Source: an optimization exercise on an open RTL-to-GDS flow (aim: small area and a short achievable clock period). Production flows keep margins and buffers that such runs may drop. At most, simulation tests tie the RTL to the original design; equivalence was not proved.

==> job 120: inputs <==
==> flow/design.v <==
module Registers (
  input  [22:0] fa,
  input  [22:0] fb,
  input         sa,
  input         sb,
  input  [7:0]  s0,
  input         gt_e,
  input         eq_e,
  input         fge,
  input  [7:0]  eL,
  output [31:0] Sum
);
  wire        agb = gt_e | (eq_e & fge);    
  wire [7:0]  dd  = s0 ^ {8{~gt_e}};
  wire        sub = sa ^ sb;
  wire [23:0] ma = {1'b1, fa}, mb = {1'b1, fb};
  wire [23:0] mL = agb ? ma : mb;
  wire [23:0] mP = agb ? (gt_e ? {1'b0, mb[23:1]} : mb) : ma;
  wire [23:0] mS = (|dd[7:5]) ? 24'd0 : mP >> dd[4:0];
  wire [23:0] s;
  wire        c;
  CSA #(24) add (.a(mL), .b(mS ^ {24{sub}}), .cin(sub), .s(s), .cout(c));
  wire [24:0] r = {c ^ sub, s};
  wire [4:0]  lz;
  wire [24:0] rs;
  normalizer n (.r(r), .lz(lz), .o(rs));
  wire        z  = ~|r;
  wire [7:0]  e1 = eL + 8'd1;
  wire [7:0]  e2 = eL + 8'd2;
  wire [7:0]  pe = z ? 8'd0 : e1 - {3'd0, lz};
  wire        of = (&eL) | (~z & (e2 == {3'd0, lz}));
  wire        sign = (agb ? sa : sb) & ~z;
  assign Sum = of ? 32'd0 : {sign, pe, rs[23:1]};
endmodule
module four_bit_adder #(parameter N = 23) (input [N-1:0] a, input [N-1:0] b, output ge);
  wire [N-1:0] s;
  CSA #(N) c (.a(a), .b(~b), .cin(1'b1), .s(s), .cout(ge));
endmodule
module CSA #(parameter N = 24) (input [N-1:0] a, input [N-1:0] b, input cin,
                                output [N-1:0] s, output cout);
  wire [N-1:0] g0 = a & b;
  wire [N-1:0] p0 = a ^ b;
  reg  [N-1:0] g, p;
  integer i, l;
  always @* begin
    g = g0;
    p = p0;
    g[0] = g0[0] | (p0[0] & cin);
    for (l = 0; (1 << l) < N; l = l + 1)
      for (i = 0; i < N; i = i + 1)
        if (i & (1 << l)) begin
          g[i] = g[i] | (p[i] & g[((i >> l) << l) - 1]);
          p[i] = p[i] & p[((i >> l) << l) - 1];
        end
  end
  assign s    = p0 ^ {g[N-2:0], cin};
  assign cout = g[N-1];
endmodule
module normalizer (input [24:0] r, output [4:0] lz, output [24:0] o);
  wire [31:0] x0 = {r, 7'd0};
  reg  [15:0] a1, c1;    
  reg  [7:0]  a2;
  reg  [15:0] c2;
  reg  [3:0]  a3;
  reg  [11:0] c3;
  reg  [1:0]  a4;
  reg  [7:0]  c4;
  integer g;
  always @* begin
    for (g = 0; g < 16; g = g + 1) begin
      a1[g] = ~(x0[2*g+1] | x0[2*g]);
      c1[g] = ~x0[2*g+1];
    end
    for (g = 0; g < 8; g = g + 1) begin
      a2[g] = a1[2*g+1] & a1[2*g];
      c2[2*g +: 2] = a1[2*g+1] ? {1'b1, c1[2*g]} : {1'b0, c1[2*g+1]};
    end
    for (g = 0; g < 4; g = g + 1) begin
      a3[g] = a2[2*g+1] & a2[2*g];
      c3[3*g +: 3] = a2[2*g+1] ? {1'b1, c2[4*g +: 2]} : {1'b0, c2[4*g+2 +: 2]};
    end
    for (g = 0; g < 2; g = g + 1) begin
      a4[g] = a3[2*g+1] & a3[2*g];
      c4[4*g +: 4] = a3[2*g+1] ? {1'b1, c3[6*g +: 3]} : {1'b0, c3[6*g+3 +: 3]};
    end
  end
  assign lz = a4[1] ? {1'b1, c4[3:0]} : {1'b0, c4[7:4]};
  wire [31:0] x1 = lz[4] ? {x0[15:0], 16'd0} : x0;
  wire [31:0] x2 = lz[3] ? {x1[23:0], 8'd0} : x1;
  wire [31:0] x3 = lz[2] ? {x2[27:0], 4'd0} : x2;
  wire [31:0] x4 = lz[1] ? {x3[29:0], 2'd0} : x3;
  wire [31:0] x5 = lz[0] ? {x4[30:0], 1'd0} : x4;
  assign o  = x5[31:7];
endmodule
module FPA (
  input  [31:0] A,
  input  [31:0] B,
  output [7:0]  s0,       
  output        gt_e,     
  output        eq_e,     
  output        fge,      
  output [7:0]  eL        
);
  wire [7:0] ea = A[30:23], eb = B[30:23];
  CSA #(8) c (.a(ea), .b(~eb), .cin(1'b0), .s(s0), .cout(gt_e));
  assign eq_e = ea == eb;
  four_bit_adder #(23) cmp (.a(A[22:0]), .b(B[22:0]), .ge(fge));
  assign eL    = gt_e ? ea : eb;
endmodule
module FPA_final (
  input         clk,
  input         rst,
  input  [31:0] in1,
  input  [31:0] in2,
  output reg [31:0] OUT
);
  wire       gt_n, eq_n, fge_n;
  wire [7:0] s0_n, eL_n;
  FPA B1 (.A(in1), .B(in2), .s0(s0_n), .gt_e(gt_n), .eq_e(eq_n), .fge(fge_n),
          .eL(eL_n));
  reg [22:0] fa, fb;
  reg        sa, sb, gt_e, eq_e, fge, rst_d;
  reg [7:0]  s0, eL;
  always @(posedge clk) begin
    fa    <= in1[22:0];
    fb    <= in2[22:0];
    sa    <= in1[31];
    sb    <= in2[31];
    s0    <= s0_n;
    gt_e  <= gt_n;
    eq_e  <= eq_n;
    fge   <= fge_n;
    eL    <= eL_n;
    rst_d <= rst;
  end
  wire [31:0] C;
  Registers M (.fa(fa), .fb(fb), .sa(sa), .sb(sb), .s0(s0), .gt_e(gt_e),
               .eq_e(eq_e), .fge(fge), .eL(eL), .Sum(C));
  always @(posedge clk) begin
    if (rst)
      OUT <= 32'd0;
    else if (rst_d)
      OUT <= 32'h00800000;
    else
      OUT <= C;
  end
endmodule
==> flow/flow/run.sh <==
#!/bin/bash
# Standard layout with three changes: the full/half-adder extraction pass is
# skipped in synthesis (ABC maps the prefix adders directly), the ports get
# sky130 buf_1 buffers, and the repair passes aim below the design's period.
cp config.mk config_orig.log
cat >> config.mk <<'EOC'
export ADDER_MAP_FILE =
export SETUP_SLACK_MARGIN = 15.8
export BUFFER_PORTS_ARGS = -buffer_cell sky130_fd_sc_hd__buf_1
EOC
bash standard.sh > standard_run.log 2>&1
==> flow/standard.sh <==
#!/bin/bash
# synth_recipe.tcl (not shown) runs the flow's synth.tcl, then flattens the netlist and writes it again
# the make line also repeats each setting of config.mk as NAME=value (left out here)
make -C /OpenROAD-flow-scripts/flow DESIGN_CONFIG=/design/flow/config.mk WORK_HOME=/design/flow/orfs CLKGATE_MAP_FILE= SYNTH_SCRIPT=/design/flow/synth_recipe.tcl "${@:-finish}"
==> flow/config.mk <==
export PLATFORM = sky130hd
export DESIGN_NAME = FPA_final
export DESIGN_NICKNAME = FPA_final
export VERILOG_FILES = /design/flow/design.v
export SDC_FILE = /design/flow/constraint.sdc
export NUM_CORES = 4
export LEC_CHECK = 0
export ABC_AREA = 1
export CAP_MARGIN = 20
export CORE_MARGIN = 2
export CORE_UTILIZATION = 40
export PLACE_DENSITY = 0.7
export SLEW_MARGIN = 20
export ADDER_MAP_FILE =
export SETUP_SLACK_MARGIN = 15.8
export BUFFER_PORTS_ARGS = -buffer_cell sky130_fd_sc_hd__buf_1
==> flow/constraint.sdc <==
create_clock -name core_clock -period 22.0 [get_ports {clk}]
set_input_delay 4.4000 -clock core_clock [delete_from_list [all_inputs] [get_ports {clk}]]
set_output_delay 4.4000 -clock core_clock [all_outputs]
set_load 0.01 [all_outputs]
==> job 6557: changes against job 120 <==
==> flow/design.v (replaced) <==
module Registers (
  input  [22:0] fa,
  input  [22:0] fb,
  input         agb,
  input         gt_e,
  input  [4:0]  d,
  input         dbig,
  input  [7:0]  eL,
  input         of_in,
  input         sub,
  input         sgn,
  output [31:0] Sum
);
  wire [23:0] ma = {1'b1, fa}, mb = {1'b1, fb};
  wire [23:0] mL = agb ? ma : mb;
  wire [23:0] mP = agb ? (gt_e ? {1'b0, mb[23:1]} : mb) : ma;
  wire [23:0] mS = dbig ? 24'd0 : mP >> d;
  wire [23:0] s;
  wire        c;
  CSA #(24) add (.a(mL), .b(mS ^ {24{sub}}), .cin(sub), .s(s), .cout(c));
  wire [24:0] r = {c ^ sub, s};
  wire [4:0]  lz;
  wire [24:0] rs;
  normalizer n (.r(r), .lz(lz), .o(rs));
  wire        z  = ~|r;
  wire [7:0]  e1 = eL + 8'd1;
  wire [7:0]  pe = z ? 8'd0 : e1 - {3'd0, lz};
  wire        of = (&pe) | of_in;
  wire        sign = sgn & ~z;
  assign Sum = of ? 32'd0 : {sign, pe, rs[23:1]};
endmodule
module four_bit_adder #(parameter N = 23) (input [N-1:0] a, input [N-1:0] b, output ge);
  wire [N-1:0] s;
  CSA #(N) c (.a(a), .b(~b), .cin(1'b1), .s(s), .cout(ge));
endmodule
module CSA #(parameter N = 24) (input [N-1:0] a, input [N-1:0] b, input cin,
                                output [N-1:0] s, output cout);
  wire [N-1:0] g0 = a & b;
  wire [N-1:0] p0 = a ^ b;
  reg  [N-1:0] g, p;
  integer i, l;
  always @* begin
    g = g0;
    p = p0;
    g[0] = g0[0] | (p0[0] & cin);
    for (l = 0; (1 << l) < N; l = l + 1)
      for (i = 0; i < N; i = i + 1)
        if (i & (1 << l)) begin
          g[i] = g[i] | (p[i] & g[((i >> l) << l) - 1]);
          p[i] = p[i] & p[((i >> l) << l) - 1];
        end
  end
  assign s    = p0 ^ {g[N-2:0], cin};
  assign cout = g[N-1];
endmodule
module normalizer (input [24:0] r, output [4:0] lz, output [24:0] o);
  wire [31:0] x0 = {r, 7'd0};
  wire        z4 = ~|x0[31:16];
  wire [31:0] x1 = z4 ? {x0[15:0], 16'd0} : x0;
  wire        z3 = ~|x1[31:24];
  wire [31:0] x2 = z3 ? {x1[23:0], 8'd0} : x1;
  wire        z2 = ~|x2[31:28];
  wire [31:0] x3 = z2 ? {x2[27:0], 4'd0} : x2;
  wire        z1 = ~|x3[31:30];
  wire [31:0] x4 = z1 ? {x3[29:0], 2'd0} : x3;
  wire        z0 = ~x4[31];
  wire [31:0] x5 = z0 ? {x4[30:0], 1'd0} : x4;
  assign lz = {z4, z3, z2, z1, z0};
  assign o  = x5[31:7];
endmodule
module FPA (
  input  [31:0] A,
  input  [31:0] B,
  output        agb,      
  output        gt_e,     
  output [4:0]  d,        
  output        dbig,     
  output [7:0]  eL,       
  output        of_in,    
  output        sub,      
  output        sgn       
);
  wire [7:0] ea = A[30:23], eb = B[30:23];
  wire [7:0] s0;
  CSA #(8) c (.a(ea), .b(~eb), .cin(1'b0), .s(s0), .cout(gt_e));
  wire eq_e = ea == eb;
  wire fge;
  four_bit_adder #(23) cmp (.a(A[22:0]), .b(B[22:0]), .ge(fge));
  assign agb   = gt_e | (eq_e & fge);
  wire [7:0] dd = s0 ^ {8{~gt_e}};
  assign d     = dd[4:0];
  assign dbig  = |dd[7:5];
  assign eL    = gt_e ? ea : eb;
  assign of_in = (&ea) | (&eb);
  assign sub   = A[31] ^ B[31];
  assign sgn   = agb ? A[31] : B[31];
endmodule
module FPA_final (
  input         clk,
  input         rst,
  input  [31:0] in1,
  input  [31:0] in2,
  output reg [31:0] OUT
);
  wire       agb_n, gt_n, dbig_n, of_n, sub_n, sgn_n;
  wire [4:0] d_n;
  wire [7:0] eL_n;
  FPA B1 (.A(in1), .B(in2), .agb(agb_n), .gt_e(gt_n), .d(d_n), .dbig(dbig_n),
          .eL(eL_n), .of_in(of_n), .sub(sub_n), .sgn(sgn_n));
  reg [22:0] fa, fb;
  reg        agb, gt_e, dbig, of_in, sub, sgn, rst_d;
  reg [4:0]  d;
  reg [7:0]  eL;
  always @(posedge clk) begin
    fa    <= in1[22:0];
    fb    <= in2[22:0];
    agb   <= agb_n;
    gt_e  <= gt_n;
    d     <= d_n;
    dbig  <= dbig_n;
    eL    <= eL_n;
    of_in <= of_n;
    sub   <= sub_n;
    sgn   <= sgn_n;
    rst_d <= rst;
  end
  wire [31:0] C;
  Registers M (.fa(fa), .fb(fb), .agb(agb), .gt_e(gt_e), .d(d), .dbig(dbig),
               .eL(eL), .of_in(of_in), .sub(sub), .sgn(sgn), .Sum(C));
  always @(posedge clk) begin
    if (rst)
      OUT <= 32'd0;
    else if (rst_d)
      OUT <= 32'h00800000;
    else
      OUT <= C;
  end
endmodule
==> flow/flow/run.sh (replaced) <==
#!/bin/bash
# Standard layout, with a tighter internal repair target and small port buffers.
cp standard.sh standard_sh.log
cp config.mk config_orig.log
cat >> config.mk <<'EOC'
export SETUP_SLACK_MARGIN = 15
export SETUP_MOVE_SEQUENCE = unbuffer,sizeup,swap,clone
export BUFFER_PORTS_ARGS = -buffer_cell sky130_fd_sc_hd__buf_1
EOC
bash standard.sh > standard_run.log 2>&1
--- a/flow/config.mk
+++ b/flow/config.mk
@@ -9,8 +9,7 @@
 export CAP_MARGIN = 20
 export CORE_MARGIN = 2
 export CORE_UTILIZATION = 40
-export PLACE_DENSITY = 0.7
 export SLEW_MARGIN = 20
-export ADDER_MAP_FILE =
-export SETUP_SLACK_MARGIN = 15.8
+export SETUP_SLACK_MARGIN = 15
+export SETUP_MOVE_SEQUENCE = unbuffer,sizeup,swap,clone
 export BUFFER_PORTS_ARGS = -buffer_cell sky130_fd_sc_hd__buf_1
==> comparison table <==
|  | job 120 | job 6557 |
|---|---|---|
| Unrepaired setup endpoints after global routing | false | true |
| Signal inverters | 166 | 159 |
| Fraction of final layout cells sized beyond drive strength 1 | 0.0854 | 0.141 |
| Total global routing track utilization | 0.195 | 0.206 |
| FF+latch area | 2000 sq um | 1980 sq um |
| Met3 track demand over resource | 0.0257 | 0.0312 |
| Die footprint | 23100 sq um | 21800 sq um |
| Number of instances in the synthesized netlist | 1515 | 1302 |
| Final net count | 1641 | 1510 |
| Mean post-synth cell area | 5.79 sq um | 6.35 sq um |
| Outcome | complete, no violations | complete, no violations |
| Routed wire length on met3 | 921 microns | 831 microns |
| Setup skew after layout | 0.0122 ns | 0.0101 ns |
| Placed inst area | 9220 sq um | 8770 sq um |
| FF-to-FF path depth | 30 | 47 |
Function not checked in job 6557: the RTL went through the layout flow alone.

[port drivers added, routing unchanged]
The flow's constraints put no driver on any port. The routed layouts listed below were extracted and timed again, unchanged, in two steps. Step 1: set_driving_cell puts a clkbuf_16 on clk and a buf_2 on each other input, an assumption about the parent block. Step 2, shift: input delay + t, output delay - t, t = (earliest + latest rising clock arrival at the registers) / 2. This alone moves slack from input paths to output paths. Three values: ideal, step 1, step 2; two values: the first two.
run	shift t [ns]	slack for setup (ns)	hold WS [ns]	cell pins on the clock port's net
job 120	0.397	15.933 / 15.955 / 15.559	0.452 / 0.452 / 0.452	1
job 6557	0.403	14.054 / 14.054 / 14.054	0.406 / 0.406 / 0.406	1
After both steps every run listed still meets setup and hold. The setup slack of job 120, which loses most, moves by +0.022 ns with the drivers and by -0.374 ns with both steps.
